Background: an optimization exercise with open tools, aiming at a short achievable clock period and few clock cycles. Do not read the settings as production practice. In this exercise RTL edits were held to simulation tests only and were not proved equivalent to the original. Power is estimated from default activity; no workload was simulated.

===== config.mk =====
export PLATFORM = sky130hd
export DESIGN_NAME = manta_style
export DESIGN_NICKNAME = manta_style
export VERILOG_FILES = /design/flow/design.v
export SDC_FILE = /design/flow/constraint.sdc
export NUM_CORES = 4
export LEC_CHECK = 0
export CAP_MARGIN = 40
export CORE_MARGIN = 2
export CORE_UTILIZATION = 45
export PLACE_DENSITY = 0.65
export SETUP_SLACK_MARGIN = 5
export SLEW_MARGIN = 40

===== constraint.sdc =====
create_clock -name core_clock -period 8.5 [get_ports {clk}]
set_input_delay 1.7000 -clock core_clock [delete_from_list [all_inputs] [get_ports {clk}]]
set_output_delay 1.7000 -clock core_clock [all_outputs]
set_load 0.01 [all_outputs]

===== design.v =====
module multiplier3 (
    input             clk,
    input      [15:0] A,
    input      [15:0] B,
    output     [15:0] product,      
    output            ovf           
);
    wire pp_0_0 = A[0] & B[0];
    wire pp_1_0 = A[1] & B[0];
    wire pp_2_0 = A[2] & B[0];
    wire pp_3_0 = A[3] & B[0];
    wire pp_4_0 = A[4] & B[0];
    wire pp_5_0 = A[5] & B[0];
    wire pp_6_0 = A[6] & B[0];
    wire pp_7_0 = A[7] & B[0];
    wire pp_8_0 = A[8] & B[0];
    wire pp_9_0 = A[9] & B[0];
    wire pp_10_0 = A[10] & B[0];
    wire pp_11_0 = A[11] & B[0];
    wire pp_12_0 = A[12] & B[0];
    wire pp_13_0 = A[13] & B[0];
    wire pp_14_0 = A[14] & B[0];
    wire pp_15_0 = A[15] & B[0];
    wire pp_0_1 = A[0] & B[1];
    wire pp_1_1 = A[1] & B[1];
    wire pp_2_1 = A[2] & B[1];
    wire pp_3_1 = A[3] & B[1];
    wire pp_4_1 = A[4] & B[1];
    wire pp_5_1 = A[5] & B[1];
    wire pp_6_1 = A[6] & B[1];
    wire pp_7_1 = A[7] & B[1];
    wire pp_8_1 = A[8] & B[1];
    wire pp_9_1 = A[9] & B[1];
    wire pp_10_1 = A[10] & B[1];
    wire pp_11_1 = A[11] & B[1];
    wire pp_12_1 = A[12] & B[1];
    wire pp_13_1 = A[13] & B[1];
    wire pp_14_1 = A[14] & B[1];
    wire pp_0_2 = A[0] & B[2];
    wire pp_1_2 = A[1] & B[2];
    wire pp_2_2 = A[2] & B[2];
    wire pp_3_2 = A[3] & B[2];
    wire pp_4_2 = A[4] & B[2];
    wire pp_5_2 = A[5] & B[2];
    wire pp_6_2 = A[6] & B[2];
    wire pp_7_2 = A[7] & B[2];
    wire pp_8_2 = A[8] & B[2];
    wire pp_9_2 = A[9] & B[2];
    wire pp_10_2 = A[10] & B[2];
    wire pp_11_2 = A[11] & B[2];
    wire pp_12_2 = A[12] & B[2];
    wire pp_13_2 = A[13] & B[2];
    wire pp_0_3 = A[0] & B[3];
    wire pp_1_3 = A[1] & B[3];
    wire pp_2_3 = A[2] & B[3];
    wire pp_3_3 = A[3] & B[3];
    wire pp_4_3 = A[4] & B[3];
    wire pp_5_3 = A[5] & B[3];
    wire pp_6_3 = A[6] & B[3];
    wire pp_7_3 = A[7] & B[3];
    wire pp_8_3 = A[8] & B[3];
    wire pp_9_3 = A[9] & B[3];
    wire pp_10_3 = A[10] & B[3];
    wire pp_11_3 = A[11] & B[3];
    wire pp_12_3 = A[12] & B[3];
    wire pp_0_4 = A[0] & B[4];
    wire pp_1_4 = A[1] & B[4];
    wire pp_2_4 = A[2] & B[4];
    wire pp_3_4 = A[3] & B[4];
    wire pp_4_4 = A[4] & B[4];
    wire pp_5_4 = A[5] & B[4];
    wire pp_6_4 = A[6] & B[4];
    wire pp_7_4 = A[7] & B[4];
    wire pp_8_4 = A[8] & B[4];
    wire pp_9_4 = A[9] & B[4];
    wire pp_10_4 = A[10] & B[4];
    wire pp_11_4 = A[11] & B[4];
    wire pp_0_5 = A[0] & B[5];
    wire pp_1_5 = A[1] & B[5];
    wire pp_2_5 = A[2] & B[5];
    wire pp_3_5 = A[3] & B[5];
    wire pp_4_5 = A[4] & B[5];
    wire pp_5_5 = A[5] & B[5];
    wire pp_6_5 = A[6] & B[5];
    wire pp_7_5 = A[7] & B[5];
    wire pp_8_5 = A[8] & B[5];
    wire pp_9_5 = A[9] & B[5];
    wire pp_10_5 = A[10] & B[5];
    wire pp_0_6 = A[0] & B[6];
    wire pp_1_6 = A[1] & B[6];
    wire pp_2_6 = A[2] & B[6];
    wire pp_3_6 = A[3] & B[6];
    wire pp_4_6 = A[4] & B[6];
    wire pp_5_6 = A[5] & B[6];
    wire pp_6_6 = A[6] & B[6];
    wire pp_7_6 = A[7] & B[6];
    wire pp_8_6 = A[8] & B[6];
    wire pp_9_6 = A[9] & B[6];
    wire pp_0_7 = A[0] & B[7];
    wire pp_1_7 = A[1] & B[7];
    wire pp_2_7 = A[2] & B[7];
    wire pp_3_7 = A[3] & B[7];
    wire pp_4_7 = A[4] & B[7];
    wire pp_5_7 = A[5] & B[7];
    wire pp_6_7 = A[6] & B[7];
    wire pp_7_7 = A[7] & B[7];
    wire pp_8_7 = A[8] & B[7];
    wire pp_0_8 = A[0] & B[8];
    wire pp_1_8 = A[1] & B[8];
    wire pp_2_8 = A[2] & B[8];
    wire pp_3_8 = A[3] & B[8];
    wire pp_4_8 = A[4] & B[8];
    wire pp_5_8 = A[5] & B[8];
    wire pp_6_8 = A[6] & B[8];
    wire pp_7_8 = A[7] & B[8];
    wire pp_0_9 = A[0] & B[9];
    wire pp_1_9 = A[1] & B[9];
    wire pp_2_9 = A[2] & B[9];
    wire pp_3_9 = A[3] & B[9];
    wire pp_4_9 = A[4] & B[9];
    wire pp_5_9 = A[5] & B[9];
    wire pp_6_9 = A[6] & B[9];
    wire pp_0_10 = A[0] & B[10];
    wire pp_1_10 = A[1] & B[10];
    wire pp_2_10 = A[2] & B[10];
    wire pp_3_10 = A[3] & B[10];
    wire pp_4_10 = A[4] & B[10];
    wire pp_5_10 = A[5] & B[10];
    wire pp_0_11 = A[0] & B[11];
    wire pp_1_11 = A[1] & B[11];
    wire pp_2_11 = A[2] & B[11];
    wire pp_3_11 = A[3] & B[11];
    wire pp_4_11 = A[4] & B[11];
    wire pp_0_12 = A[0] & B[12];
    wire pp_1_12 = A[1] & B[12];
    wire pp_2_12 = A[2] & B[12];
    wire pp_3_12 = A[3] & B[12];
    wire pp_0_13 = A[0] & B[13];
    wire pp_1_13 = A[1] & B[13];
    wire pp_2_13 = A[2] & B[13];
    wire pp_0_14 = A[0] & B[14];
    wire pp_1_14 = A[1] & B[14];
    wire pp_0_15 = A[0] & B[15];
    wire [15:0] aor;
    assign aor[15] = A[15];
    assign aor[0] = |A[15:0];
    assign aor[1] = |A[15:1];
    assign aor[2] = |A[15:2];
    assign aor[3] = |A[15:3];
    assign aor[4] = |A[15:4];
    assign aor[5] = |A[15:5];
    assign aor[6] = |A[15:6];
    assign aor[7] = |A[15:7];
    assign aor[8] = |A[15:8];
    assign aor[9] = |A[15:9];
    assign aor[10] = |A[15:10];
    assign aor[11] = |A[15:11];
    assign aor[12] = |A[15:12];
    assign aor[13] = |A[15:13];
    assign aor[14] = |A[15:14];
    wire hi_any = (B[1] & aor[15]) | (B[2] & aor[14]) | (B[3] & aor[13]) | (B[4] & aor[12]) | (B[5] & aor[11]) | (B[6] & aor[10]) | (B[7] & aor[9]) | (B[8] & aor[8]) | (B[9] & aor[7]) | (B[10] & aor[6]) | (B[11] & aor[5]) | (B[12] & aor[4]) | (B[13] & aor[3]) | (B[14] & aor[2]) | (B[15] & aor[1]);
    wire s1 = pp_13_0 ^ pp_12_1;
    wire c2 = pp_13_0 & pp_12_1;
    wire s3 = pp_14_0 ^ pp_13_1 ^ pp_12_2;
    wire c4 = (pp_14_0 & pp_13_1) | (pp_14_0 & pp_12_2) | (pp_13_1 & pp_12_2);
    wire s5 = pp_11_3 ^ pp_10_4;
    wire c6 = pp_11_3 & pp_10_4;
    wire s7 = pp_15_0 ^ pp_14_1 ^ pp_13_2;
    wire c8 = (pp_15_0 & pp_14_1) | (pp_15_0 & pp_13_2) | (pp_14_1 & pp_13_2);
    wire s9 = pp_12_3 ^ pp_11_4 ^ pp_10_5;
    wire c10 = (pp_12_3 & pp_11_4) | (pp_12_3 & pp_10_5) | (pp_11_4 & pp_10_5);
    wire s11 = pp_9_6 ^ pp_8_7;
    wire c12 = pp_9_6 & pp_8_7;
    wire s13 = pp_9_0 ^ pp_8_1;
    wire c14 = pp_9_0 & pp_8_1;
    wire s15 = pp_10_0 ^ pp_9_1 ^ pp_8_2;
    wire c16 = (pp_10_0 & pp_9_1) | (pp_10_0 & pp_8_2) | (pp_9_1 & pp_8_2);
    wire s17 = pp_7_3 ^ pp_6_4;
    wire c18 = pp_7_3 & pp_6_4;
    wire s19 = pp_11_0 ^ pp_10_1 ^ pp_9_2;
    wire c20 = (pp_11_0 & pp_10_1) | (pp_11_0 & pp_9_2) | (pp_10_1 & pp_9_2);
    wire s21 = pp_8_3 ^ pp_7_4 ^ pp_6_5;
    wire c22 = (pp_8_3 & pp_7_4) | (pp_8_3 & pp_6_5) | (pp_7_4 & pp_6_5);
    wire s23 = pp_5_6 ^ pp_4_7;
    wire c24 = pp_5_6 & pp_4_7;
    wire s25 = pp_12_0 ^ pp_11_1 ^ pp_10_2;
    wire c26 = (pp_12_0 & pp_11_1) | (pp_12_0 & pp_10_2) | (pp_11_1 & pp_10_2);
    wire s27 = pp_9_3 ^ pp_8_4 ^ pp_7_5;
    wire c28 = (pp_9_3 & pp_8_4) | (pp_9_3 & pp_7_5) | (pp_8_4 & pp_7_5);
    wire s29 = pp_6_6 ^ pp_5_7 ^ pp_4_8;
    wire c30 = (pp_6_6 & pp_5_7) | (pp_6_6 & pp_4_8) | (pp_5_7 & pp_4_8);
    wire s31 = pp_3_9 ^ pp_2_10;
    wire c32 = pp_3_9 & pp_2_10;
    wire s33 = s1 ^ pp_11_2 ^ pp_10_3;
    wire c34 = (s1 & pp_11_2) | (s1 & pp_10_3) | (pp_11_2 & pp_10_3);
    wire s35 = pp_9_4 ^ pp_8_5 ^ pp_7_6;
    wire c36 = (pp_9_4 & pp_8_5) | (pp_9_4 & pp_7_6) | (pp_8_5 & pp_7_6);
    wire s37 = pp_6_7 ^ pp_5_8 ^ pp_4_9;
    wire c38 = (pp_6_7 & pp_5_8) | (pp_6_7 & pp_4_9) | (pp_5_8 & pp_4_9);
    wire s39 = pp_3_10 ^ pp_2_11 ^ pp_1_12;
    wire c40 = (pp_3_10 & pp_2_11) | (pp_3_10 & pp_1_12) | (pp_2_11 & pp_1_12);
    wire s41 = s3 ^ s5 ^ pp_9_5;
    wire c42 = (s3 & s5) | (s3 & pp_9_5) | (s5 & pp_9_5);
    wire s43 = pp_8_6 ^ pp_7_7 ^ pp_6_8;
    wire c44 = (pp_8_6 & pp_7_7) | (pp_8_6 & pp_6_8) | (pp_7_7 & pp_6_8);
    wire s45 = pp_5_9 ^ pp_4_10 ^ pp_3_11;
    wire c46 = (pp_5_9 & pp_4_10) | (pp_5_9 & pp_3_11) | (pp_4_10 & pp_3_11);
    wire s47 = pp_2_12 ^ pp_1_13 ^ pp_0_14;
    wire c48 = (pp_2_12 & pp_1_13) | (pp_2_12 & pp_0_14) | (pp_1_13 & pp_0_14);
    wire s49 = s7 ^ s9 ^ s11;
    wire c50 = (s7 & s9) | (s7 & s11) | (s9 & s11);
    wire s51 = pp_7_8 ^ pp_6_9 ^ pp_5_10;
    wire c52 = (pp_7_8 & pp_6_9) | (pp_7_8 & pp_5_10) | (pp_6_9 & pp_5_10);
    wire s53 = pp_4_11 ^ pp_3_12 ^ pp_2_13;
    wire c54 = (pp_4_11 & pp_3_12) | (pp_4_11 & pp_2_13) | (pp_3_12 & pp_2_13);
    wire s55 = pp_1_14 ^ pp_0_15 ^ c4;
    wire c56 = (pp_1_14 & pp_0_15) | (pp_1_14 & c4) | (pp_0_15 & c4);
    wire s57 = pp_6_0 ^ pp_5_1;
    wire c58 = pp_6_0 & pp_5_1;
    wire s59 = pp_7_0 ^ pp_6_1 ^ pp_5_2;
    wire c60 = (pp_7_0 & pp_6_1) | (pp_7_0 & pp_5_2) | (pp_6_1 & pp_5_2);
    wire s61 = pp_4_3 ^ pp_3_4;
    wire c62 = pp_4_3 & pp_3_4;
    wire s63 = pp_8_0 ^ pp_7_1 ^ pp_6_2;
    wire c64 = (pp_8_0 & pp_7_1) | (pp_8_0 & pp_6_2) | (pp_7_1 & pp_6_2);
    wire s65 = pp_5_3 ^ pp_4_4 ^ pp_3_5;
    wire c66 = (pp_5_3 & pp_4_4) | (pp_5_3 & pp_3_5) | (pp_4_4 & pp_3_5);
    wire s67 = pp_2_6 ^ pp_1_7;
    wire c68 = pp_2_6 & pp_1_7;
    wire s69 = s13 ^ pp_7_2 ^ pp_6_3;
    wire c70 = (s13 & pp_7_2) | (s13 & pp_6_3) | (pp_7_2 & pp_6_3);
    wire s71 = pp_5_4 ^ pp_4_5 ^ pp_3_6;
    wire c72 = (pp_5_4 & pp_4_5) | (pp_5_4 & pp_3_6) | (pp_4_5 & pp_3_6);
    wire s73 = pp_2_7 ^ pp_1_8 ^ pp_0_9;
    wire c74 = (pp_2_7 & pp_1_8) | (pp_2_7 & pp_0_9) | (pp_1_8 & pp_0_9);
    wire s75 = s15 ^ s17 ^ pp_5_5;
    wire c76 = (s15 & s17) | (s15 & pp_5_5) | (s17 & pp_5_5);
    wire s77 = pp_4_6 ^ pp_3_7 ^ pp_2_8;
    wire c78 = (pp_4_6 & pp_3_7) | (pp_4_6 & pp_2_8) | (pp_3_7 & pp_2_8);
    wire s79 = pp_1_9 ^ pp_0_10 ^ c14;
    wire c80 = (pp_1_9 & pp_0_10) | (pp_1_9 & c14) | (pp_0_10 & c14);
    wire s81 = s19 ^ s21 ^ s23;
    wire c82 = (s19 & s21) | (s19 & s23) | (s21 & s23);
    wire s83 = pp_3_8 ^ pp_2_9 ^ pp_1_10;
    wire c84 = (pp_3_8 & pp_2_9) | (pp_3_8 & pp_1_10) | (pp_2_9 & pp_1_10);
    wire s85 = pp_0_11 ^ c16 ^ c18;
    wire c86 = (pp_0_11 & c16) | (pp_0_11 & c18) | (c16 & c18);
    wire s87 = s25 ^ s27 ^ s29;
    wire c88 = (s25 & s27) | (s25 & s29) | (s27 & s29);
    wire s89 = s31 ^ pp_1_11 ^ pp_0_12;
    wire c90 = (s31 & pp_1_11) | (s31 & pp_0_12) | (pp_1_11 & pp_0_12);
    wire s91 = c20 ^ c22 ^ c24;
    wire c92 = (c20 & c22) | (c20 & c24) | (c22 & c24);
    wire s93 = s33 ^ s35 ^ s37;
    wire c94 = (s33 & s35) | (s33 & s37) | (s35 & s37);
    wire s95 = s39 ^ pp_0_13 ^ c26;
    wire c96 = (s39 & pp_0_13) | (s39 & c26) | (pp_0_13 & c26);
    wire s97 = c28 ^ c30 ^ c32;
    wire c98 = (c28 & c30) | (c28 & c32) | (c30 & c32);
    wire s99 = s41 ^ s43 ^ s45;
    wire c100 = (s41 & s43) | (s41 & s45) | (s43 & s45);
    wire s101 = s47 ^ c2 ^ c34;
    wire c102 = (s47 & c2) | (s47 & c34) | (c2 & c34);
    wire s103 = c36 ^ c38 ^ c40;
    wire c104 = (c36 & c38) | (c36 & c40) | (c38 & c40);
    wire s105 = s49 ^ s51 ^ s53;
    wire c106 = (s49 & s51) | (s49 & s53) | (s51 & s53);
    wire s107 = s55 ^ c6 ^ c42;
    wire c108 = (s55 & c6) | (s55 & c42) | (c6 & c42);
    wire s109 = c44 ^ c46 ^ c48;
    wire c110 = (c44 & c46) | (c44 & c48) | (c46 & c48);
    wire s111 = pp_4_0 ^ pp_3_1;
    wire c112 = pp_4_0 & pp_3_1;
    wire s113 = pp_5_0 ^ pp_4_1 ^ pp_3_2;
    wire c114 = (pp_5_0 & pp_4_1) | (pp_5_0 & pp_3_2) | (pp_4_1 & pp_3_2);
    wire s115 = pp_2_3 ^ pp_1_4;
    wire c116 = pp_2_3 & pp_1_4;
    wire s117 = s57 ^ pp_4_2 ^ pp_3_3;
    wire c118 = (s57 & pp_4_2) | (s57 & pp_3_3) | (pp_4_2 & pp_3_3);
    wire s119 = pp_2_4 ^ pp_1_5 ^ pp_0_6;
    wire c120 = (pp_2_4 & pp_1_5) | (pp_2_4 & pp_0_6) | (pp_1_5 & pp_0_6);
    wire s121 = s59 ^ s61 ^ pp_2_5;
    wire c122 = (s59 & s61) | (s59 & pp_2_5) | (s61 & pp_2_5);
    wire s123 = pp_1_6 ^ pp_0_7 ^ c58;
    wire c124 = (pp_1_6 & pp_0_7) | (pp_1_6 & c58) | (pp_0_7 & c58);
    wire s125 = s63 ^ s65 ^ s67;
    wire c126 = (s63 & s65) | (s63 & s67) | (s65 & s67);
    wire s127 = pp_0_8 ^ c60 ^ c62;
    wire c128 = (pp_0_8 & c60) | (pp_0_8 & c62) | (c60 & c62);
    wire s129 = s69 ^ s71 ^ s73;
    wire c130 = (s69 & s71) | (s69 & s73) | (s71 & s73);
    wire s131 = c64 ^ c66 ^ c68;
    wire c132 = (c64 & c66) | (c64 & c68) | (c66 & c68);
    wire s133 = s75 ^ s77 ^ s79;
    wire c134 = (s75 & s77) | (s75 & s79) | (s77 & s79);
    wire s135 = c70 ^ c72 ^ c74;
    wire c136 = (c70 & c72) | (c70 & c74) | (c72 & c74);
    wire s137 = s81 ^ s83 ^ s85;
    wire c138 = (s81 & s83) | (s81 & s85) | (s83 & s85);
    wire s139 = c76 ^ c78 ^ c80;
    wire c140 = (c76 & c78) | (c76 & c80) | (c78 & c80);
    wire s141 = s87 ^ s89 ^ s91;
    wire c142 = (s87 & s89) | (s87 & s91) | (s89 & s91);
    wire s143 = c82 ^ c84 ^ c86;
    wire c144 = (c82 & c84) | (c82 & c86) | (c84 & c86);
    wire s145 = s93 ^ s95 ^ s97;
    wire c146 = (s93 & s95) | (s93 & s97) | (s95 & s97);
    wire s147 = c88 ^ c90 ^ c92;
    wire c148 = (c88 & c90) | (c88 & c92) | (c90 & c92);
    wire s149 = s99 ^ s101 ^ s103;
    wire c150 = (s99 & s101) | (s99 & s103) | (s101 & s103);
    wire s151 = c94 ^ c96 ^ c98;
    wire c152 = (c94 & c96) | (c94 & c98) | (c96 & c98);
    wire s153 = s105 ^ s107 ^ s109;
    wire c154 = (s105 & s107) | (s105 & s109) | (s107 & s109);
    wire s155 = c100 ^ c102 ^ c104;
    wire c156 = (c100 & c102) | (c100 & c104) | (c102 & c104);
    wire ovf1 = hi_any;
    reg ovf1_q;
    reg c8_q;
    reg c10_q;
    reg c12_q;
    reg c50_q;
    reg c52_q;
    reg c54_q;
    reg c56_q;
    reg c106_q;
    reg c108_q;
    reg c110_q;
    reg c154_q;
    reg c156_q;
    reg q0_0;
    reg q0_1;
    reg q1_1;
    reg q0_2;
    reg q1_2;
    reg q2_2;
    reg q0_3;
    reg q1_3;
    reg q2_3;
    reg q3_3;
    reg q0_4;
    reg q1_4;
    reg q2_4;
    reg q3_4;
    reg q0_5;
    reg q1_5;
    reg q2_5;
    reg q3_5;
    reg q0_6;
    reg q1_6;
    reg q2_6;
    reg q3_6;
    reg q0_7;
    reg q1_7;
    reg q2_7;
    reg q3_7;
    reg q0_8;
    reg q1_8;
    reg q2_8;
    reg q3_8;
    reg q0_9;
    reg q1_9;
    reg q2_9;
    reg q3_9;
    reg q0_10;
    reg q1_10;
    reg q2_10;
    reg q3_10;
    reg q0_11;
    reg q1_11;
    reg q2_11;
    reg q3_11;
    reg q0_12;
    reg q1_12;
    reg q2_12;
    reg q3_12;
    reg q0_13;
    reg q1_13;
    reg q2_13;
    reg q3_13;
    reg q0_14;
    reg q1_14;
    reg q2_14;
    reg q3_14;
    reg q0_15;
    reg q1_15;
    reg q2_15;
    reg q3_15;
    always @(posedge clk) begin
        ovf1_q <= ovf1;
        q0_0 <= pp_0_0;
        q0_1 <= pp_1_0;
        q1_1 <= pp_0_1;
        q0_2 <= pp_2_0;
        q1_2 <= pp_1_1;
        q2_2 <= pp_0_2;
        q0_3 <= pp_3_0;
        q1_3 <= pp_2_1;
        q2_3 <= pp_1_2;
        q3_3 <= pp_0_3;
        q0_4 <= s111;
        q1_4 <= pp_2_2;
        q2_4 <= pp_1_3;
        q3_4 <= pp_0_4;
        q0_5 <= s113;
        q1_5 <= s115;
        q2_5 <= pp_0_5;
        q3_5 <= c112;
        q0_6 <= s117;
        q1_6 <= s119;
        q2_6 <= c114;
        q3_6 <= c116;
        q0_7 <= s121;
        q1_7 <= s123;
        q2_7 <= c118;
        q3_7 <= c120;
        q0_8 <= s125;
        q1_8 <= s127;
        q2_8 <= c122;
        q3_8 <= c124;
        q0_9 <= s129;
        q1_9 <= s131;
        q2_9 <= c126;
        q3_9 <= c128;
        q0_10 <= s133;
        q1_10 <= s135;
        q2_10 <= c130;
        q3_10 <= c132;
        q0_11 <= s137;
        q1_11 <= s139;
        q2_11 <= c134;
        q3_11 <= c136;
        q0_12 <= s141;
        q1_12 <= s143;
        q2_12 <= c138;
        q3_12 <= c140;
        q0_13 <= s145;
        q1_13 <= s147;
        q2_13 <= c142;
        q3_13 <= c144;
        q0_14 <= s149;
        q1_14 <= s151;
        q2_14 <= c146;
        q3_14 <= c148;
        q0_15 <= s153;
        q1_15 <= s155;
        q2_15 <= c150;
        q3_15 <= c152;
        c8_q <= c8;
        c10_q <= c10;
        c12_q <= c12;
        c50_q <= c50;
        c52_q <= c52;
        c54_q <= c54;
        c56_q <= c56;
        c106_q <= c106;
        c108_q <= c108;
        c110_q <= c110;
        c154_q <= c154;
        c156_q <= c156;
    end
    wire s157 = q0_3 ^ q1_3;
    wire c158 = q0_3 & q1_3;
    wire s159 = q0_4 ^ q1_4 ^ q2_4;
    wire c160 = (q0_4 & q1_4) | (q0_4 & q2_4) | (q1_4 & q2_4);
    wire s161 = q0_5 ^ q1_5 ^ q2_5;
    wire c162 = (q0_5 & q1_5) | (q0_5 & q2_5) | (q1_5 & q2_5);
    wire s163 = q0_6 ^ q1_6 ^ q2_6;
    wire c164 = (q0_6 & q1_6) | (q0_6 & q2_6) | (q1_6 & q2_6);
    wire s165 = q0_7 ^ q1_7 ^ q2_7;
    wire c166 = (q0_7 & q1_7) | (q0_7 & q2_7) | (q1_7 & q2_7);
    wire s167 = q0_8 ^ q1_8 ^ q2_8;
    wire c168 = (q0_8 & q1_8) | (q0_8 & q2_8) | (q1_8 & q2_8);
    wire s169 = q0_9 ^ q1_9 ^ q2_9;
    wire c170 = (q0_9 & q1_9) | (q0_9 & q2_9) | (q1_9 & q2_9);
    wire s171 = q0_10 ^ q1_10 ^ q2_10;
    wire c172 = (q0_10 & q1_10) | (q0_10 & q2_10) | (q1_10 & q2_10);
    wire s173 = q0_11 ^ q1_11 ^ q2_11;
    wire c174 = (q0_11 & q1_11) | (q0_11 & q2_11) | (q1_11 & q2_11);
    wire s175 = q0_12 ^ q1_12 ^ q2_12;
    wire c176 = (q0_12 & q1_12) | (q0_12 & q2_12) | (q1_12 & q2_12);
    wire s177 = q0_13 ^ q1_13 ^ q2_13;
    wire c178 = (q0_13 & q1_13) | (q0_13 & q2_13) | (q1_13 & q2_13);
    wire s179 = q0_14 ^ q1_14 ^ q2_14;
    wire c180 = (q0_14 & q1_14) | (q0_14 & q2_14) | (q1_14 & q2_14);
    wire s181 = q0_15 ^ q1_15 ^ q2_15;
    wire c182 = (q0_15 & q1_15) | (q0_15 & q2_15) | (q1_15 & q2_15);
    wire s183 = q0_2 ^ q1_2;
    wire c184 = q0_2 & q1_2;
    wire s185 = s157 ^ q2_3 ^ q3_3;
    wire c186 = (s157 & q2_3) | (s157 & q3_3) | (q2_3 & q3_3);
    wire s187 = s159 ^ q3_4 ^ c158;
    wire c188 = (s159 & q3_4) | (s159 & c158) | (q3_4 & c158);
    wire s189 = s161 ^ q3_5 ^ c160;
    wire c190 = (s161 & q3_5) | (s161 & c160) | (q3_5 & c160);
    wire s191 = s163 ^ q3_6 ^ c162;
    wire c192 = (s163 & q3_6) | (s163 & c162) | (q3_6 & c162);
    wire s193 = s165 ^ q3_7 ^ c164;
    wire c194 = (s165 & q3_7) | (s165 & c164) | (q3_7 & c164);
    wire s195 = s167 ^ q3_8 ^ c166;
    wire c196 = (s167 & q3_8) | (s167 & c166) | (q3_8 & c166);
    wire s197 = s169 ^ q3_9 ^ c168;
    wire c198 = (s169 & q3_9) | (s169 & c168) | (q3_9 & c168);
    wire s199 = s171 ^ q3_10 ^ c170;
    wire c200 = (s171 & q3_10) | (s171 & c170) | (q3_10 & c170);
    wire s201 = s173 ^ q3_11 ^ c172;
    wire c202 = (s173 & q3_11) | (s173 & c172) | (q3_11 & c172);
    wire s203 = s175 ^ q3_12 ^ c174;
    wire c204 = (s175 & q3_12) | (s175 & c174) | (q3_12 & c174);
    wire s205 = s177 ^ q3_13 ^ c176;
    wire c206 = (s177 & q3_13) | (s177 & c176) | (q3_13 & c176);
    wire s207 = s179 ^ q3_14 ^ c178;
    wire c208 = (s179 & q3_14) | (s179 & c178) | (q3_14 & c178);
    wire s209 = s181 ^ q3_15 ^ c180;
    wire c210 = (s181 & q3_15) | (s181 & c180) | (q3_15 & c180);
    wire [15:0] ra = {s209, s207, s205, s203, s201, s199, s197, s195, s193, s191, s189, s187, s185, s183, q0_1, q0_0};
    wire [15:0] rb = {c208, c206, c204, c202, c200, c198, c196, c194, c192, c190, c188, c186, c184, q2_2, q1_1, 1'b0};
    wire [16:0] sum;
    ks_add #(.W(16), .L(4)) cpa (.a(ra), .b(rb), .cin(1'b0), .sum(sum[15:0]), .cout(sum[16]));
    assign ovf = ovf1_q | sum[16] | c182 | c210 | c8_q | c10_q | c12_q | c50_q | c52_q | c54_q | c56_q | c106_q | c108_q | c110_q | c154_q | c156_q;
    assign product = sum[15:0];
endmodule
module alu (
    input      [15:0] A,
    input      [15:0] B,
    input      [3:0]  shamt,
    input      [15:0] pc1,
    input             op_add,     
    input             op_sub,
    input             op_and,
    input             op_or,
    input             op_xor,
    input             op_shl,
    input             op_shr,
    input             op_link,
    output     [15:0] sum,
    output     [15:0] out
);
    ks_add #(.W(16), .L(4)) add (.a(A), .b(op_sub ? ~B : B), .cin(op_sub), .sum(sum), .cout());
    wire [15:0] shl = A << shamt;
    wire [15:0] shr = A >> shamt;
    wire [15:0] other = ({16{op_and}}  & (A & B))
               | ({16{op_or}}   & (A | B))
               | ({16{op_xor}}  & (A ^ B))
               | ({16{op_shl}}  & shl)
               | ({16{op_shr}}  & shr)
               | ({16{op_link}} & pc1);
    assign out = (op_add | op_sub) ? sum : other;
endmodule
module ks_add #(
    parameter W = 16,
    parameter L = 4              
) (
    input  [W-1:0] a,
    input  [W-1:0] b,
    input          cin,
    output [W-1:0] sum,
    output         cout
);
    wire [W-1:0] g [0:L];
    wire [W-1:0] p [0:L];
    assign p[0] = a ^ b;
    assign g[0] = (a & b) | {{(W-1){1'b0}}, (a[0] ^ b[0]) & cin};
    genvar i, j;
    generate
        for (i = 0; i < L; i = i + 1) begin : lvl
            for (j = 0; j < W; j = j + 1) begin : bit_
                if (j >= (1 << i)) begin : comb
                    assign g[i+1][j] = g[i][j] | (p[i][j] & g[i][j - (1 << i)]);
                    assign p[i+1][j] = p[i][j] & p[i][j - (1 << i)];
                end else begin : pass
                    assign g[i+1][j] = g[i][j];
                    assign p[i+1][j] = p[i][j];
                end
            end
        end
    endgenerate
    assign sum  = p[0] ^ {g[L][W-2:0], cin};
    assign cout = g[L][W-1];
endmodule
module register_file (
    input             clk,
    input             rst,
    input      [3:0]  rd_1,
    input      [3:0]  rd_2,
    input      [3:0]  rd_3,
    input      [3:0]  wr,
    input      [15:0] wr_data,
    input             wr_en,
    output     [15:0] rd_1_data,
    output     [15:0] rd_2_data,
    output     [15:0] rd_3_data
);
    reg [15:0] gpr [1:15];
    integer i;
    always @(posedge clk) begin
        if (rst) begin
            for (i = 1; i < 16; i = i + 1) gpr[i] <= 16'd0;
        end else if (wr_en && wr != 4'd0) begin
            gpr[wr] <= wr_data;
        end
    end
    assign rd_1_data = (rd_1 == 4'd0) ? 16'd0 : gpr[rd_1];
    assign rd_2_data = (rd_2 == 4'd0) ? 16'd0 : gpr[rd_2];
    assign rd_3_data = (rd_3 == 4'd0) ? 16'd0 : gpr[rd_3];
endmodule
module manta_style (
    input clk,
    input rst,
    output [15:0] imem_addr,
    input  [15:0] imem_rdata,
    output [15:0] dmem_addr,
    output        dmem_we,
    output [15:0] dmem_wdata,
    input  [15:0] dmem_rdata
);
    reg [15:0] fa;               
    reg        lr_v;             
    reg [3:0]  lr_rd;            
    reg [15:0] lr_q;
    assign imem_addr = fa;
    wire [3:0]  f_op     = imem_rdata[15:12];
    wire        f_bne_t  = (f_op == 4'hd) && (imem_rdata[11:8] != imem_rdata[3:0]);
    wire        f_jalr_p = (f_op == 4'hf) && lr_v && (imem_rdata[11:8] == lr_rd);
    wire        f_jmp    = f_bne_t || (f_op == 4'he) || f_jalr_p;
    wire [15:0] f_off4   = {{12{imem_rdata[7]}}, imem_rdata[7:4]};
    wire [15:0] f_off    = f_op[1] ? {{8{imem_rdata[11]}}, imem_rdata[11:4]} : f_off4;
    wire [15:0] f_seq    = fa + 16'd1;
    wire [15:0] f_tgt_j, f_tgt_r;
    ks_add #(.W(16), .L(4)) f_add (.a(fa), .b(f_off), .cin(1'b0), .sum(f_tgt_j), .cout());
    ks_add #(.W(16), .L(4)) r_add (.a(lr_q), .b(f_off4), .cin(1'b0), .sum(f_tgt_r), .cout());
    wire [15:0] f_tgt    = f_jalr_p ? f_tgt_r : f_tgt_j;
    reg        d_valid;
    reg [15:0] d_ir;
    reg [15:0] d_pc1;
    reg [3:0]  d_r1, d_r2;       
    reg [15:0] d_fb;             
    reg        b_hm, b_hw, b_hz;  
    reg        d_jp;             
    reg [15:0] d_pbase;
    wire [3:0] d_op = d_ir[15:12];
    wire [3:0] d_ra = d_ir[11:8];
    wire [3:0] d_rb = d_ir[7:4];
    wire [3:0] d_rc = d_ir[3:0];
    wire       d_uses_a = (d_op != 4'he);
    wire       d_rr     = (d_op < 4'h6);                     
    wire       d_cd     = (d_op == 4'hc) || (d_op == 4'hd);   
    wire       d_wr = !d_cd && (d_rc != 4'd0);
    wire       d_imm = !d_rr;                                
    wire [15:0] d_immv = (d_op == 4'hf) ? {{12{d_ir[7]}}, d_ir[7:4]} : {12'd0, d_ir[7:4]};
    reg        e_valid;
    reg        e_wr;
    reg [3:0]  e_rd;
    reg        e_late;           
    reg [15:0] e_addr;           
    reg        e_we;             
    reg [15:0] e_sd;             
    reg        e_fdm;
    reg        e_load, e_store, e_mul, e_bne, e_jalr;
    reg        e_zcmp;           
    reg        e_add, e_sub, e_and, e_or, e_xor, e_shl, e_shr, e_link;
    reg [15:0] e_a, e_b, e_s, e_pc1;
    reg        e_fam, e_faw, e_fbm, e_fbw, e_fsm, e_fsw;
    reg        e_mfam, e_mfaw, e_mfbm, e_mfbw;
    reg        e_bt;             
    reg        e_jp;             
    reg [15:0] e_pbase;
    reg        m_wr;
    reg [3:0]  m_rd;
    reg        m_mul;
    reg [15:0] m_res;
    reg        m_jmiss;          
    reg [15:0] m_jt;
    reg        w_wr;
    reg [3:0]  w_rd;
    reg [15:0] w_res;
    reg        z_wr;             
    reg [3:0]  z_rd;
    reg [15:0] z_res;
    wire [15:0] rf1, rf2, rf3;
    wire [3:0]  f_r1 = (f_op != 4'he) ? imem_rdata[11:8] : 4'd0;
    register_file rf (
        .clk(clk), .rst(rst),
        .rd_1(d_r1), .rd_2(d_r2), .rd_3(f_r1), .rd_3_data(rf3),
        .wr(w_rd), .wr_data(w_res), .wr_en(w_wr),
        .rd_1_data(rf1), .rd_2_data(rf2)
    );
    wire [15:0] d_v1 = (w_wr && w_rd == d_r1) ? w_res : rf1;
    wire [15:0] d_v2 = (w_wr && w_rd == d_r2) ? w_res : rf2;
    wire d_he1 = e_wr && (e_rd == d_r1) && (d_r1 != 4'd0);
    wire d_he2 = e_wr && (e_rd == d_r2) && (d_r2 != 4'd0);
    wire d_hm1 = m_wr && (m_rd == d_r1) && (d_r1 != 4'd0);
    wire d_hm2 = m_wr && (m_rd == d_r2) && (d_r2 != 4'd0);
    wire d_ls = (d_op == 4'hb) || (d_op == 4'hc);
    wire d_stall = d_valid && ((e_late && (d_he1 || d_he2)) ||
                               (d_ls && (d_he1 || (d_hm1 && m_mul))) ||
                               ((d_op == 4'hc) && d_hm2 && m_mul));
    wire [15:0] d_sd = d_hm2 ? m_res : d_v2;
    wire [15:0] d_base = b_hm ? m_res : (b_hw ? w_res : (b_hz ? z_res : d_fb));
    wire [3:0]  b_r1n = d_stall ? d_r1 : f_r1;      
    wire [15:0] d_addr;
    ks_add #(.W(16), .L(4)) agu (.a(d_base), .b({12'd0, d_ir[7:4]}), .cin(1'b0), .sum(d_addr), .cout());
    wire [15:0] x_a = e_fam ? m_res : (e_faw ? w_res : e_a);
    wire [15:0] x_b = e_fbm ? m_res : (e_fbw ? w_res : e_b);
    wire [15:0] x_s = e_fsm ? m_res : (e_fsw ? w_res : e_s);
    wire [15:0] x_sum, x_out;
    alu alu (
        .A(x_a), .B(x_b), .shamt(e_b[3:0]), .pc1(e_pc1),
        .op_add(e_add), .op_sub(e_sub), .op_and(e_and), .op_or(e_or),
        .op_xor(e_xor), .op_shl(e_shl), .op_shr(e_shr), .op_link(e_link),
        .sum(x_sum), .out(x_out)
    );
    wire [15:0] mul_out;
    wire [15:0] x_ma = e_mfam ? m_res : (e_mfaw ? w_res : e_a);
    wire [15:0] x_mb = e_mfbm ? m_res : (e_mfbw ? w_res : e_b);
    wire        mul_ovf;
    multiplier3 mul (.clk(clk), .A(x_ma), .B(x_mb), .product(mul_out), .ovf(mul_ovf));
    wire x_bmiss = e_valid && e_bne && e_bt && (x_a == x_s);
    wire x_jmiss = e_valid && e_jalr && !(e_jp && (x_a == e_pbase));
    wire x_redir = x_bmiss || x_jmiss || m_jmiss;
    wire d_fuse = d_valid && (d_op == 4'hd) && e_valid && e_zcmp && e_wr &&
                  (((d_ra == e_rd) && (d_rc == 4'd0)) || ((d_rc == e_rd) && (d_ra == 4'd0)));
    wire d_early = d_fuse && (x_a == x_b);
    assign dmem_addr  = e_addr;
    assign dmem_we    = e_we;
    assign dmem_wdata = e_fdm ? m_res : e_sd;
    always @(posedge clk) begin
        if (rst) begin
            fa <= 16'd0;
        end else if (m_jmiss) begin
            fa <= m_jt;
        end else if (x_bmiss) begin
            fa <= e_pc1;
        end else if (d_early) begin
            fa <= d_pc1;
        end else if (!d_stall) begin
            fa <= f_jmp ? f_tgt : f_seq;
        end
        if (rst) begin
            lr_v <= 1'b0;
        end else if (f_op == 4'he && imem_rdata[3:0] != 4'd0) begin
            lr_v  <= 1'b1;
            lr_rd <= imem_rdata[3:0];
            lr_q  <= f_seq;
        end
        if (rst || x_redir || d_early) begin
            d_valid <= 1'b0;
        end else if (!d_stall) begin
            d_valid <= 1'b1;
        end
        d_fb <= d_stall ? d_base : rf3;
        b_hm <= e_wr && (e_rd == b_r1n) && (b_r1n != 4'd0);
        b_hw <= m_wr && (m_rd == b_r1n) && (b_r1n != 4'd0);
        b_hz <= w_wr && (w_rd == b_r1n) && (b_r1n != 4'd0);
        if (!d_stall) begin
            d_ir    <= imem_rdata;
            d_r1    <= f_r1;
            d_r2    <= (f_op < 4'h6) ? imem_rdata[7:4] :
                       ((f_op == 4'hc) || (f_op == 4'hd)) ? imem_rdata[3:0] : 4'd0;
            d_pc1   <= f_seq;
            d_jp    <= f_jalr_p;
            d_pbase <= lr_q;
        end
        e_rd   <= d_rc;
        e_late <= (d_op == 4'h5);
        e_addr <= d_addr;
        e_sd   <= d_sd;
        e_fdm  <= d_he2 && (d_op == 4'hc);
        e_load <= (d_op == 4'hb);
        e_store <= (d_op == 4'hc);
        e_mul  <= (d_op == 4'h5);
        e_bne  <= (d_op == 4'hd);
        e_jalr <= (d_op == 4'hf);
        e_add  <= (d_op == 4'h0) || (d_op == 4'h6);
        e_sub  <= (d_op == 4'h1);
        e_zcmp <= (d_op == 4'h1) || (d_op == 4'h4);
        e_and  <= (d_op == 4'h2) || (d_op == 4'h7);
        e_or   <= (d_op == 4'h3) || (d_op == 4'h8);
        e_xor  <= (d_op == 4'h4);
        e_shl  <= (d_op == 4'h9);
        e_shr  <= (d_op == 4'ha);
        e_link <= (d_op == 4'he) || (d_op == 4'hf);
        e_a    <= d_v1;
        e_b    <= d_imm ? d_immv : d_v2;
        e_s    <= d_v2;
        e_pc1  <= d_pc1;
        e_fam  <= d_he1;
        e_faw  <= d_hm1;
        e_fbm  <= d_he2 && !d_imm;
        e_fbw  <= d_hm2 && !d_imm;
        e_fsm  <= d_he2;
        e_fsw  <= d_hm2;
        e_mfam <= d_he1 && (d_op == 4'h5);
        e_mfaw <= d_hm1 && (d_op == 4'h5);
        e_mfbm <= d_he2 && (d_op == 4'h5);
        e_mfbw <= d_hm2 && (d_op == 4'h5);
        e_bt   <= (d_ra != d_rc) && !d_early;
        e_jp   <= d_jp;
        e_pbase <= d_pbase;
        if (rst || x_redir || d_stall || !d_valid) begin
            e_valid <= 1'b0;
            e_wr    <= 1'b0;
            e_we    <= 1'b0;
        end else begin
            e_valid <= 1'b1;
            e_wr    <= d_wr;
            e_we    <= (d_op == 4'hc);
        end
        m_rd    <= e_rd;
        m_mul   <= e_mul;
        m_res   <= e_load ? dmem_rdata : x_out;
        m_jt    <= x_sum;
        if (rst) begin
            m_wr <= 1'b0;
            m_jmiss <= 1'b0;
        end else begin
            m_jmiss <= x_jmiss;
            m_wr <= e_wr;
        end
        w_rd  <= m_rd;
        z_rd  <= w_rd;
        z_res <= w_res;
        w_res <= m_mul ? (mul_out | {16{mul_ovf}}) : m_res;
        if (rst) begin
            w_wr <= 1'b0;
            z_wr <= 1'b0;
        end else begin
            w_wr <= m_wr;
            z_wr <= w_wr;
        end
    end
endmodule

===== flow/run.sh =====
#!/bin/bash
set -euo pipefail
bash standard.sh SETUP_SLACK_MARGIN=6.0 "BUFFER_PORTS_ARGS=-buffer_cell sky130_fd_sc_hd__buf_4" finish > standard.log 2>&1

===== standard.sh =====
#!/bin/bash
# synth_recipe.tcl (not shown) runs the flow's synth.tcl, then flattens the netlist and writes it again
# the make line also repeats each setting of config.mk as NAME=value (left out here)
make -C /OpenROAD-flow-scripts/flow DESIGN_CONFIG=/design/flow/config.mk WORK_HOME=/design/flow/orfs CLKGATE_MAP_FILE= SYNTH_SCRIPT=/design/flow/synth_recipe.tcl "${@:-finish}"

==> results of run 1 <==
[through the flow]
stage | instance area [µm²] | setup slack (ns) | power [W] | hold slack (ns)
after floorplan | 42000 | 4.72 | 0.00572 | 0.323
final | 54000 | 5.09 | 0.0111 | 0.324
after CTS | 51500 | 5.08 | 0.0107 | 0.327
after detailed placement | 42700 | 4.03 | 0.00658 | 0.327
after global routing | 54000 | 5.01 | 0.0114 | 0.334
after global placement | 42400 | 3.94 | 0.00655 | 0.326
[cell usage in the layout, fill, tap and decap left out, types with 23 or more instances in the layout]
master and instances:
a211oi_1 38, buf_4 271, a221oi_1 34, a31oi_1 42, buf_16 23, fa_2 39, nor3_1 38, a21oi_2 55
a21oi_1 82, xnor2_1 92, inv_2 24, dfxtp_2 41, nand3_1 30, inv_1 126, o211ai_1 26, mux4_2 180
ha_4 35, edfxtp_1 329, clkbuf_16 92, ha_1 72, mux2_4 31, dfxtp_4 46, o21ai_2 25, nor2b_1 52
buf_12 97, dfxtp_1 250, nand2_1 273, nor2_1 228, o21ai_0 90, mux2_2 33, nor2_4 32, fa_1 57
o21ai_1 36, o22ai_1 29, and2_1 254, mux2i_1 155, xor2_1 45, buf_6 177
[where the power goes]
| part | leakage [nW] | total, W | internal (W) | switching (W) |
|---|---|---|---|---|
| logic | 13.3 | 0.00355 | 0.00162 | 0.00193 |
| clock network | 1.29 | 0.00348 | 0.00205 | 0.00143 |
| registers | 6.25 | 0.00404 | 0.00369 | 0.000343 |
[layer usage]
| metal | vias up | wire [µm] | global-route usage [%] |
|---|---|---|---|
| met1 | 17000 | 58600 | 44.2 |
| met3 | 637 | 20400 | 8.12 |
| met2 | 2633 | 68400 | 49.0 |
| met5 | - | 13 | 0.414 |
| met4 | 2 | 10900 | 17.3 |
| li1 | 14300 | - | - |
[worst reg2reg max path: stages, from the launching register on]
cell      delay, ns
edfxtp_1       0.69
nand2_1        0.35
nor4_1         0.36
a222oi_1       0.15
buf_4          0.18
nand2b_4       0.17
buf_12         0.20
or4_1          0.71
o221a_2        0.34
o21a_1         0.11
[cell type report]
cell class / count / share of cell area (%)
Clock buffer: 108 / 4.20
Clock inverter: 28 / 0.640
Tap cell: 1165 / 2.70
Timing Repair Buffer: 608 / 13.8
Multi-Input combinational cell: 2641 / 46.2
Timing Repair inverter: 1 / 0.0162
Sequential cell: 666 / 31.2
Inverter: 159 / 1.17
[logic make-up (layout without fill, tap and decap cells)]
logic type | Yosys count | count (layout)
multiplexers | 424 | 424
flip-flops | 666 | 666
AO/OA/AOI/OAI | 671 | 672
adder cells (fa/ha/maj) | 206 | 206
other | 1 | 16
AND/OR/NAND/NOR | 1150 | 1158
XOR/XNOR | 165 | 165
buffers and inverters | 451 | 904
[worst max path at each step]
stage              startpoint             to  slack [ns]  cells after the start
6_report                e_fdm  dmem_wdata[6]        5.09                      4
5_1_grt         imem_rdata[5]         fa[15]        5.01                     11
4_1_cts                 e_fdm  dmem_wdata[6]        5.08                      4
3_5_place_dp    imem_rdata[8]          fa[6]        4.03                      9
3_3_place_gp   imem_rdata[13]        d_fb[9]        3.94                      8
2_1_floorplan   imem_rdata[8]         fa[15]        4.72                     14
[repair_timing]
action | 4_1_cts | 5_1_grt
hold endpoints to repair | 0 | 0
pin swaps | 197 | 179
hold buffers | 0 | 0
buffers inserted | 328 | 99
gates resized for setup | 575 | 304
gates cloned | 31 | 16
endpoints found under the setup margin | 795 | 602
==> impl_metrics.env, run 1 <==
export IMPL_status="complete, no violations"
export IMPL_overflow=0
export IMPL_wl_per_cell_um=29.5
export IMPL_die_height_um=302
export IMPL_ant_nets=0
export IMPL_clkTransAtPathRegs_ns=0.06
export IMPL_report_final_slew_viol_count=0
export IMPL_critPathArrivalTime_ns=1.71
export IMPL_area_growth_pct=34.8
export IMPL_n_antenna_cell=0
export IMPL_avgSynthCellArea_um2=10.7
export IMPL_cap_violations=0
export IMPL_crit_family="buffers and inverters"
export IMPL_synth_top_area_share_pct=24.7
export IMPL_yosys_area_share_simple_pct=14.4
export IMPL_cp_end_kind="output port"
export IMPL_r2r_start="d_ir[14]"
export IMPL_htree_levels=3
export IMPL_hold_viol=0
export IMPL_startpoint_type="flop"
export IMPL_syn_inst=3734
export IMPL_holdPathStages=0
export IMPL_synthArstFlopShare_pct=0
export IMPL_netlist_top_cells_count="337 x dfxtp_1, 329 x edfxtp_1, 295 x nand2_1"
export IMPL_synth_edf_count=329
export IMPL_grt_pass1_vias=33300
export IMPL_max_freq_ghz=0.294
export IMPL_largest_register="rf.gpr"
export IMPL_finalNonFillerCells=5376
export IMPL_worstMarginPinSlew_ns=0.862
export IMPL_cellPowerDensity_nw_per_um2=205
export IMPL_hold_class="flop to flop"
export IMPL_grt_pass1_wl_mm=221
export IMPL_yosys_area_share_xor_xnor_pct=3.61
export IMPL_rrSetupSlack_ns=5.11
export IMPL_drc=0
export IMPL_clockRootBuffer="clkbuf_16"
export IMPL_vias_per_cell=6.44
export IMPL_synth_seq_area_share_pct=41.5
export IMPL_synth_fa_ha_area_share_pct=8.23
export IMPL_finalWirelength_mm=158
export IMPL_crit_buf_inv=3
export IMPL_leakagePower_nw=20.8
export IMPL_critPathSlowestCell="dfxtp_4"
export IMPL_core_area_um2=88400
export IMPL_cts_path_max_buffers=3
export IMPL_largest_reg_flops=256
export IMPL_synth_area_mux_share_pct=16.8
export IMPL_dp_cells=4766
export IMPL_finalSetupTns_ns=0
export IMPL_critPathKind="flop to output port"
export IMPL_fp_row_count=109
export IMPL_whs_endpoint="e_pbase[5]"
export IMPL_portBuffers=82
export IMPL_fin_nets=4392
export IMPL_gp_congestion=0.934
export IMPL_cts_buffers=75
export IMPL_cts_tree="built"
export IMPL_synth_ff_type="dfxtp_1"
export IMPL_grt_max_degree=65
export IMPL_synth_compound_gate_area_share_pct=11.0
export IMPL_rsz0062_at_grt="true"
export IMPL_relSlewSlack_pct=42.5
export IMPL_synth_area_leaders="edfxtp_1 25%, dfxtp_1 17%, mux4_2 10%, fa_1 4.8%, mux2i_1 4.3%"
export IMPL_setup_violations=0
export IMPL_io_pins=83
export IMPL_fin_crit_ns=3.41
export IMPL_cp_max_fo=7
export IMPL_via_count=34600
export IMPL_skew_ns=0.0218
export IMPL_synth_seq_cells=666
export IMPL_peakVddDrop_mv=0.150
export IMPL_yosysTopAreaCell="edfxtp_1"
export IMPL_worstHoldStart="d_pbase[5]"
export IMPL_hpwl_mm=89.4
export IMPL_synth_top_family_by_area="multiplexers"
export IMPL_synth_distinct_cells=96
export IMPL_layout_drive_gt1_share_pct=38.1
export IMPL_crit_path_frequent_cell="buf_12"
export IMPL_initial_core_util_pct=45.3
export IMPL_cp_required_ns=6.80
export IMPL_die_area_um2=91400
export IMPL_clock_sinks=666
export IMPL_cp_slowest_stage_delay_ns=0.36
export IMPL_dr_pass1_iters=8
export IMPL_multiInputGateArea_um2=25000
export IMPL_syn_area_um2=40100
export IMPL_min_period_over_period_pct=40.1
export IMPL_ff_latch_area_um2=16800
export IMPL_path_cells="buf_12 -> buf_12 -> mux2_4 -> buf_6"
export IMPL_die_w_um=302
export IMPL_utilization_pct=61.1
export IMPL_clkLatencyLatePin_ns=0.63
export IMPL_drt_iter0_markers=5036
export IMPL_fillers=6584
export IMPL_r2r_end="fa[10]"
export IMPL_antenna_found_initial=7
export IMPL_synth_most_common_cell="dfxtp_1"
export IMPL_reg2regPathDepth=9
export IMPL_yosysWarnings=4
export IMPL_grt_util_all_layers_pct=32.8
Testbench counts, summed over its fixed seeds: cycles 528,626.
==> run 2, diff against run 1 <==
--- a/design.v
+++ b/design.v
@@ -534,6 +534,8 @@
     input             op_shl,
     input             op_shr,
     input             op_link,
+    input             ld,         
+    input      [15:0] ld_data,
     output     [15:0] sum,
     output     [15:0] out
 );
@@ -545,7 +547,8 @@
                | ({16{op_xor}}  & (A ^ B))
                | ({16{op_shl}}  & shl)
                | ({16{op_shr}}  & shr)
-               | ({16{op_link}} & pc1);
+               | ({16{op_link}} & pc1)
+               | ({16{ld}}      & ld_data);
     assign out = (op_add | op_sub) ? sum : other;
 endmodule
 module ks_add #(
@@ -585,12 +588,14 @@
     input      [3:0]  rd_1,
     input      [3:0]  rd_2,
     input      [3:0]  rd_3,
+    input      [3:0]  rd_4,
     input      [3:0]  wr,
     input      [15:0] wr_data,
     input             wr_en,
     output     [15:0] rd_1_data,
     output     [15:0] rd_2_data,
-    output     [15:0] rd_3_data
+    output     [15:0] rd_3_data,
+    output     [15:0] rd_4_data
 );
     reg [15:0] gpr [1:15];
     integer i;
@@ -604,6 +609,7 @@
     assign rd_1_data = (rd_1 == 4'd0) ? 16'd0 : gpr[rd_1];
     assign rd_2_data = (rd_2 == 4'd0) ? 16'd0 : gpr[rd_2];
     assign rd_3_data = (rd_3 == 4'd0) ? 16'd0 : gpr[rd_3];
+    assign rd_4_data = (rd_4 == 4'd0) ? 16'd0 : gpr[rd_4];
 endmodule
 module manta_style (
     input clk,
@@ -621,7 +627,8 @@
     reg [15:0] lr_q;
     assign imem_addr = fa;
     wire [3:0]  f_op     = imem_rdata[15:12];
-    wire        f_bne_t  = (f_op == 4'hd) && (imem_rdata[11:8] != imem_rdata[3:0]);
+    wire        f_pnt;            
+    wire        f_bne_t  = (f_op == 4'hd) && (imem_rdata[11:8] != imem_rdata[3:0]) && !f_pnt;
     wire        f_jalr_p = (f_op == 4'hf) && lr_v && (imem_rdata[11:8] == lr_rd);
     wire        f_jmp    = f_bne_t || (f_op == 4'he) || f_jalr_p;
     wire [15:0] f_off4   = {{12{imem_rdata[7]}}, imem_rdata[7:4]};
@@ -637,6 +644,10 @@
     reg [3:0]  d_r1, d_r2;       
     reg [15:0] d_fb;             
     reg        b_hm, b_hw, b_hz;  
+    reg        c_hm, c_hw, c_hz;  
+    reg        d_pnt;            
+    reg [15:0] d_fb2;            
+    reg        d_pok;            
     reg        d_jp;             
     reg [15:0] d_pbase;
     wire [3:0] d_op = d_ir[15:12];
@@ -671,18 +682,20 @@
     reg        m_mul;
     reg [15:0] m_res;
     reg        m_jmiss;          
-    reg [15:0] m_jt;
+    reg [15:0] m_jb, m_joff;     
+    wire [15:0] m_jt = m_jb + m_joff;
     reg        w_wr;
     reg [3:0]  w_rd;
     reg [15:0] w_res;
     reg        z_wr;             
     reg [3:0]  z_rd;
     reg [15:0] z_res;
-    wire [15:0] rf1, rf2, rf3;
+    wire [15:0] rf1, rf2, rf3, rf4;
     wire [3:0]  f_r1 = (f_op != 4'he) ? imem_rdata[11:8] : 4'd0;
     register_file rf (
         .clk(clk), .rst(rst),
         .rd_1(d_r1), .rd_2(d_r2), .rd_3(f_r1), .rd_3_data(rf3),
+        .rd_4(imem_rdata[7:4]), .rd_4_data(rf4),
         .wr(w_rd), .wr_data(w_res), .wr_en(w_wr),
         .rd_1_data(rf1), .rd_2_data(rf2)
     );
@@ -699,6 +712,14 @@
     wire [15:0] d_sd = d_hm2 ? m_res : d_v2;
     wire [15:0] d_base = b_hm ? m_res : (b_hw ? w_res : (b_hz ? z_res : d_fb));
     wire [3:0]  b_r1n = d_stall ? d_r1 : f_r1;      
+    wire [3:0]  c_r2n = d_stall ? d_rb : imem_rdata[7:4];
+    wire d_zc = d_valid && ((d_op == 4'h1) || (d_op == 4'h4)) && (d_rc != 4'd0) &&
+                !(e_wr && (((e_rd == d_ra) && (d_ra != 4'd0)) || ((e_rd == d_rb) && (d_rb != 4'd0)))) &&
+                !(m_mul && (b_hm || c_hm));
+    wire d_zeq = d_zc && d_pok && (d_fb == d_fb2) && !(b_hm || b_hw || b_hz || c_hm || c_hw || c_hz);
+    assign f_pnt = d_zeq && (f_op == 4'hd) &&
+                   (((imem_rdata[11:8] == d_rc) && (imem_rdata[3:0] == 4'd0)) ||
+                    ((imem_rdata[3:0] == d_rc) && (imem_rdata[11:8] == 4'd0)));
     wire [15:0] d_addr;
     ks_add #(.W(16), .L(4)) agu (.a(d_base), .b({12'd0, d_ir[7:4]}), .cin(1'b0), .sum(d_addr), .cout());
     wire [15:0] x_a = e_fam ? m_res : (e_faw ? w_res : e_a);
@@ -709,6 +730,7 @@
         .A(x_a), .B(x_b), .shamt(e_b[3:0]), .pc1(e_pc1),
         .op_add(e_add), .op_sub(e_sub), .op_and(e_and), .op_or(e_or),
         .op_xor(e_xor), .op_shl(e_shl), .op_shr(e_shr), .op_link(e_link),
+        .ld(e_load), .ld_data(dmem_rdata),
         .sum(x_sum), .out(x_out)
     );
     wire [15:0] mul_out;
@@ -721,7 +743,7 @@
     wire x_redir = x_bmiss || x_jmiss || m_jmiss;
     wire d_fuse = d_valid && (d_op == 4'hd) && e_valid && e_zcmp && e_wr &&
                   (((d_ra == e_rd) && (d_rc == 4'd0)) || ((d_rc == e_rd) && (d_ra == 4'd0)));
-    wire d_early = d_fuse && (x_a == x_b);
+    wire d_early = d_fuse && !d_pnt && (x_a == x_b);
     assign dmem_addr  = e_addr;
     assign dmem_we    = e_we;
     assign dmem_wdata = e_fdm ? m_res : e_sd;
@@ -750,6 +772,11 @@
             d_valid <= 1'b1;
         end
         d_fb <= d_stall ? d_base : rf3;
+        d_fb2 <= rf4;
+        d_pok <= !d_stall;
+        c_hm <= e_wr && (e_rd == c_r2n) && (c_r2n != 4'd0);
+        c_hw <= m_wr && (m_rd == c_r2n) && (c_r2n != 4'd0);
+        c_hz <= w_wr && (w_rd == c_r2n) && (c_r2n != 4'd0);
         b_hm <= e_wr && (e_rd == b_r1n) && (b_r1n != 4'd0);
         b_hw <= m_wr && (m_rd == b_r1n) && (b_r1n != 4'd0);
         b_hz <= w_wr && (w_rd == b_r1n) && (b_r1n != 4'd0);
@@ -760,6 +787,7 @@
                        ((f_op == 4'hc) || (f_op == 4'hd)) ? imem_rdata[3:0] : 4'd0;
             d_pc1   <= f_seq;
             d_jp    <= f_jalr_p;
+            d_pnt   <= f_pnt;
             d_pbase <= lr_q;
         end
         e_rd   <= d_rc;
@@ -795,7 +823,7 @@
         e_mfaw <= d_hm1 && (d_op == 4'h5);
         e_mfbm <= d_he2 && (d_op == 4'h5);
         e_mfbw <= d_hm2 && (d_op == 4'h5);
-        e_bt   <= (d_ra != d_rc) && !d_early;
+        e_bt   <= (d_ra != d_rc) && !d_early && !d_pnt;
         e_jp   <= d_jp;
         e_pbase <= d_pbase;
         if (rst || x_redir || d_stall || !d_valid) begin
@@ -809,8 +837,9 @@
         end
         m_rd    <= e_rd;
         m_mul   <= e_mul;
-        m_res   <= e_load ? dmem_rdata : x_out;
-        m_jt    <= x_sum;
+        m_res   <= x_out;
+        m_jb    <= x_a;
+        m_joff  <= e_b;
         if (rst) begin
             m_wr <= 1'b0;
             m_jmiss <= 1'b0;
==> flow/run.sh (replaced) <==
#!/bin/bash
set -euo pipefail
bash standard.sh SETUP_SLACK_MARGIN=5.7 "BUFFER_PORTS_ARGS=-buffer_cell sky130_fd_sc_hd__buf_4" finish > standard.log 2>&1
--- a/config.mk
+++ b/config.mk
@@ -7,7 +7,7 @@
 export LEC_CHECK = 0
 export CAP_MARGIN = 40
 export CORE_MARGIN = 2
-export CORE_UTILIZATION = 45
-export PLACE_DENSITY = 0.65
+export CORE_UTILIZATION = 40
+export PLACE_DENSITY = 0.6
 export SETUP_SLACK_MARGIN = 5
 export SLEW_MARGIN = 40
==> impl_metrics.env, run 2 <==
export IMPL_clkLatencyLatePin_ns=0.67
export IMPL_grt_max_degree=68
export IMPL_die_height_um=335
export IMPL_yosys_area_share_simple_pct=13.8
export IMPL_worstMarginPinSlew_ns=1.16
export IMPL_dr_pass1_iters=6
export IMPL_drt_iter0_markers=5232
export IMPL_synth_top_family_by_area="multiplexers"
export IMPL_reg2regPathDepth=13
export IMPL_layout_common_cells="340 x nor2_1, 330 x edfxtp_1, 295 x buf_4"
export IMPL_synth_area_mux_share_pct=19.1
export IMPL_largest_reg_flops=256
export IMPL_clockRootBuffer="clkbuf_16"
export IMPL_p_int_w=0.00773
export IMPL_antenna_found_initial=11
export IMPL_leakagePower_nw=22.5
export IMPL_area_growth_pct=31.9
export IMPL_synth_area_leaders="edfxtp_1 23%, dfxtp_1 17%, mux4_2 13%, mux2i_1 5.1%, fa_1 4.4%"
export IMPL_finalSetupTns_ns=0
export IMPL_via_count=37300
export IMPL_rsz0062_at_grt="true"
export IMPL_setup_violations=0
export IMPL_syn_area_um2=43700
export IMPL_io_pins=83
export IMPL_max_freq_ghz=0.281
export IMPL_startpoint_type="input port"
export IMPL_wl_per_cell_um=30.8
export IMPL_p_clk_share_pct=32.1
export IMPL_portBuffers=82
export IMPL_yosysTopAreaCell="edfxtp_1"
export IMPL_min_period_over_period_pct=41.8
export IMPL_synth_compound_gate_area_share_pct=10.5
export IMPL_relSlewSlack_pct=20.6
export IMPL_critPathArrivalTime_ns=4.12
export IMPL_synth_fa_ha_area_share_pct=8.02
export IMPL_p_sw_share_pct=33.6
export IMPL_hold_viol=0
export IMPL_yosys_area_share_xor_xnor_pct=4.41
export IMPL_synth_seq_area_share_pct=39.7
export IMPL_grt_pass1_vias=35600
export IMPL_synth_distinct_cells=94
export IMPL_yosysWarnings=4
export IMPL_hpwl_mm=109
export IMPL_fp_row_count=121
export IMPL_r2r_start="e_faw"
export IMPL_place_area_um2=46800
export IMPL_cp_max_fo=10
export IMPL_whs_ns=0.340
export IMPL_crit_end="fa[15]"
export IMPL_die_w_um=335
export IMPL_p_switching_w=0.00391
export IMPL_p_comb_share_pct=31.9
export IMPL_avgSynthCellArea_um2=10.8
export IMPL_synth_top_area_share_pct=22.7
export IMPL_drc=0
export IMPL_rrSetupSlack_ns=5.04
export IMPL_fin_nets=4673
export IMPL_skew_ns=0.0297
export IMPL_report_final_slew_viol_count=0
export IMPL_die_area_um2=112000
export IMPL_clock_sinks=703
export IMPL_synth_seq_cells=703
export IMPL_postCtsHoldBufs=0
export IMPL_overflow=0
export IMPL_p_seq_share_pct=36.0
export IMPL_finalWirelength_mm=182
export IMPL_cp_end_kind="flop"
export IMPL_synth_ff_type="dfxtp_1"
export IMPL_cellPowerDensity_nw_per_um2=202
export IMPL_clkTransAtPathRegs_ns=0.06
export IMPL_critPathKind="input port to flop"
export IMPL_initial_core_util_pct=40.2
export IMPL_cts_path_max_buffers=3
export IMPL_worstHoldStart="d_pbase[6]"
export IMPL_core_area_um2=109000
export IMPL_syn_inst=4049
export IMPL_fin_area_um2=57700
export IMPL_htree_levels=3
export IMPL_holdPathStages=0
export IMPL_power_w=0.0116
export IMPL_ant_nets=0
export IMPL_r2r_end="fa[5]"
export IMPL_peakVddDrop_mv=0.137
export IMPL_layout_commonest_cell="nor2_1"
export IMPL_netlist_top_cells_count="381 x nor2_1, 373 x dfxtp_1, 330 x edfxtp_1"
export IMPL_synth_most_common_cell="nor2_1"
export IMPL_hold_class="flop to flop"
export IMPL_cap_violations=0
export IMPL_synth_edf_count=330
export IMPL_dp_cells=5348
export IMPL_cts_tree="built"
export IMPL_vias_per_cell=6.32
export IMPL_cp_required_ns=9.06
export IMPL_synthArstFlopShare_pct=0
export IMPL_grt_util_all_layers_pct=31.2
export IMPL_layout_drive_gt1_share_pct=34.9
export IMPL_fin_crit_ns=3.56
export IMPL_gp_congestion=0.973
export IMPL_cts_buffers=81
export IMPL_cp_startpoint="imem_rdata[7]"
export IMPL_largest_register="rf.gpr"
export IMPL_grt_pass1_wl_mm=254
export IMPL_finalNonFillerCells=5905
export IMPL_status="complete, no violations"
[run 2: cell types whose count changed in the layout (fill, tap and decap cells not counted), sizes merged, moves of 26 or more]
| cell | before | now |
|---|---|---|
| nor2 | 271 | 383 |
| nand2 | 296 | 219 |
| mux4 | 181 | 250 |
| mux2i | 179 | 225 |
| buf | 589 | 549 |
| dfxtp | 337 | 373 |
| xnor2 | 114 | 143 |
| a31oi | 46 | 18 |
| nor2b | 59 | 32 |
| xor2 | 51 | 77 |
[run 2: metal layers]
layer	global-route usage [%]	wire (µm)	vias to the layer above	share of wire, %
li1	-	-	15500	-
met4	17.5	13300	4	7.3
met1	39.8	66700	18300	37
met3	8.29	21700	748	12
met2	48.1	80100	2802	44
met5	0	27	-	0.015
[run 2: power by group through the flow]
stage                     registers [W]  clock network, W  logic, W
final                           0.00419           0.00374   0.00371
after global routing            0.00421           0.00390   0.00390
after CTS                       0.00417           0.00376   0.00339
after floorplan                 0.00406                 0   0.00188
after global placement          0.00423                 0   0.00267
after detailed placement        0.00423                 0   0.00273
[run 2: timing repair]
item	in CTS	in global routing
setup buffers	254	101
setup endpoints to repair	642	216
pin swaps	136	158
endpoints found under the hold margin	0	0
resized for setup	605	291
cloned	37	8
[run 2: worst min-delay path by stage]
stage                              to  slack, ns
after global placement    e_pbase[14]       0.33
after detailed placement   e_pbase[5]       0.33
final                      e_pbase[6]       0.34
after floorplan                  e_jp       0.32
after CTS                  e_pbase[6]       0.34
after global routing       e_pbase[6]       0.35
[run 2: final cells by class]
type                       instances  area [µm²]
multi-input combinational       2883       27500
timing repair buffer             581        7360
tap                             1414        1770
inverter                         167         681
clock buffer                     105        2200
clock inverter                    47         607
fill                            9067       51000
sequential                       703       17600
antenna                            5        12.5
[run 2: worst max-delay path, stage by stage]
cell	delay (ns)
buf_16	0.13
ha_4	0.24
and2_4	0.15
a31oi_4	0.15
nand3_2	0.12
a311o_1	0.43
a2111oi_4	0.39
nor4_1	0.09
nor4_1	0.30
a32oi_1	0.15
a211oi_1	0.24
[run 2: cells by family (layout without fill, tap and decap cells)]
group | Yosys count | count (layout)
xor gates and xnor gates | 220 | 220
DFF | 703 | 703
and+or+nand+nor | 1212 | 1215
buffers and inverters | 483 | 900
muxes | 515 | 515
other | 1 | 21
adders and majority gates | 222 | 222
AOI/OAI and AO/OA | 693 | 695
[run 2: through the flow]
stage                     utilization, %  worst slack (ns)
after global placement              42.6              3.48
after floorplan                        -              4.44
final                               53.1              4.94
after global routing                53.1              4.86
after CTS                           51.0              4.98
after detailed placement            43.0              3.50
Testbench counts of run 2, summed over its fixed seeds: cycles 525,453.

==> port drivers added, routing unchanged <==
Ports are ideal in the flow. The routed layouts listed here were re-timed in OpenROAD.
Step 1 assumes that a clkbuf_16 drives the clock port and a buf_2 every other input.
Step 2 moves the port delays by t, midway between the first and last clock arrival at a register: inputs arrive t later, outputs are due t later. That takes back most of the time a late clock gives input paths.
a / b / c = no drivers / after step 1 / after step 2; a / b = the first two.
run | shift t [ns] | setup slack, ns | worst register clock-pin slew, ns
run 1 | 0.692 | 5.094 / 5.025 / 4.409 | 0.07 / 0.07
run 2 | 0.724 | 4.944 / 4.758 / 4.034 | 0.07 / 0.07
After both steps every run listed still meets setup and hold. The setup slack of run 2, which loses most, moves by -0.186 ns with the drivers and by -0.910 ns with both steps.
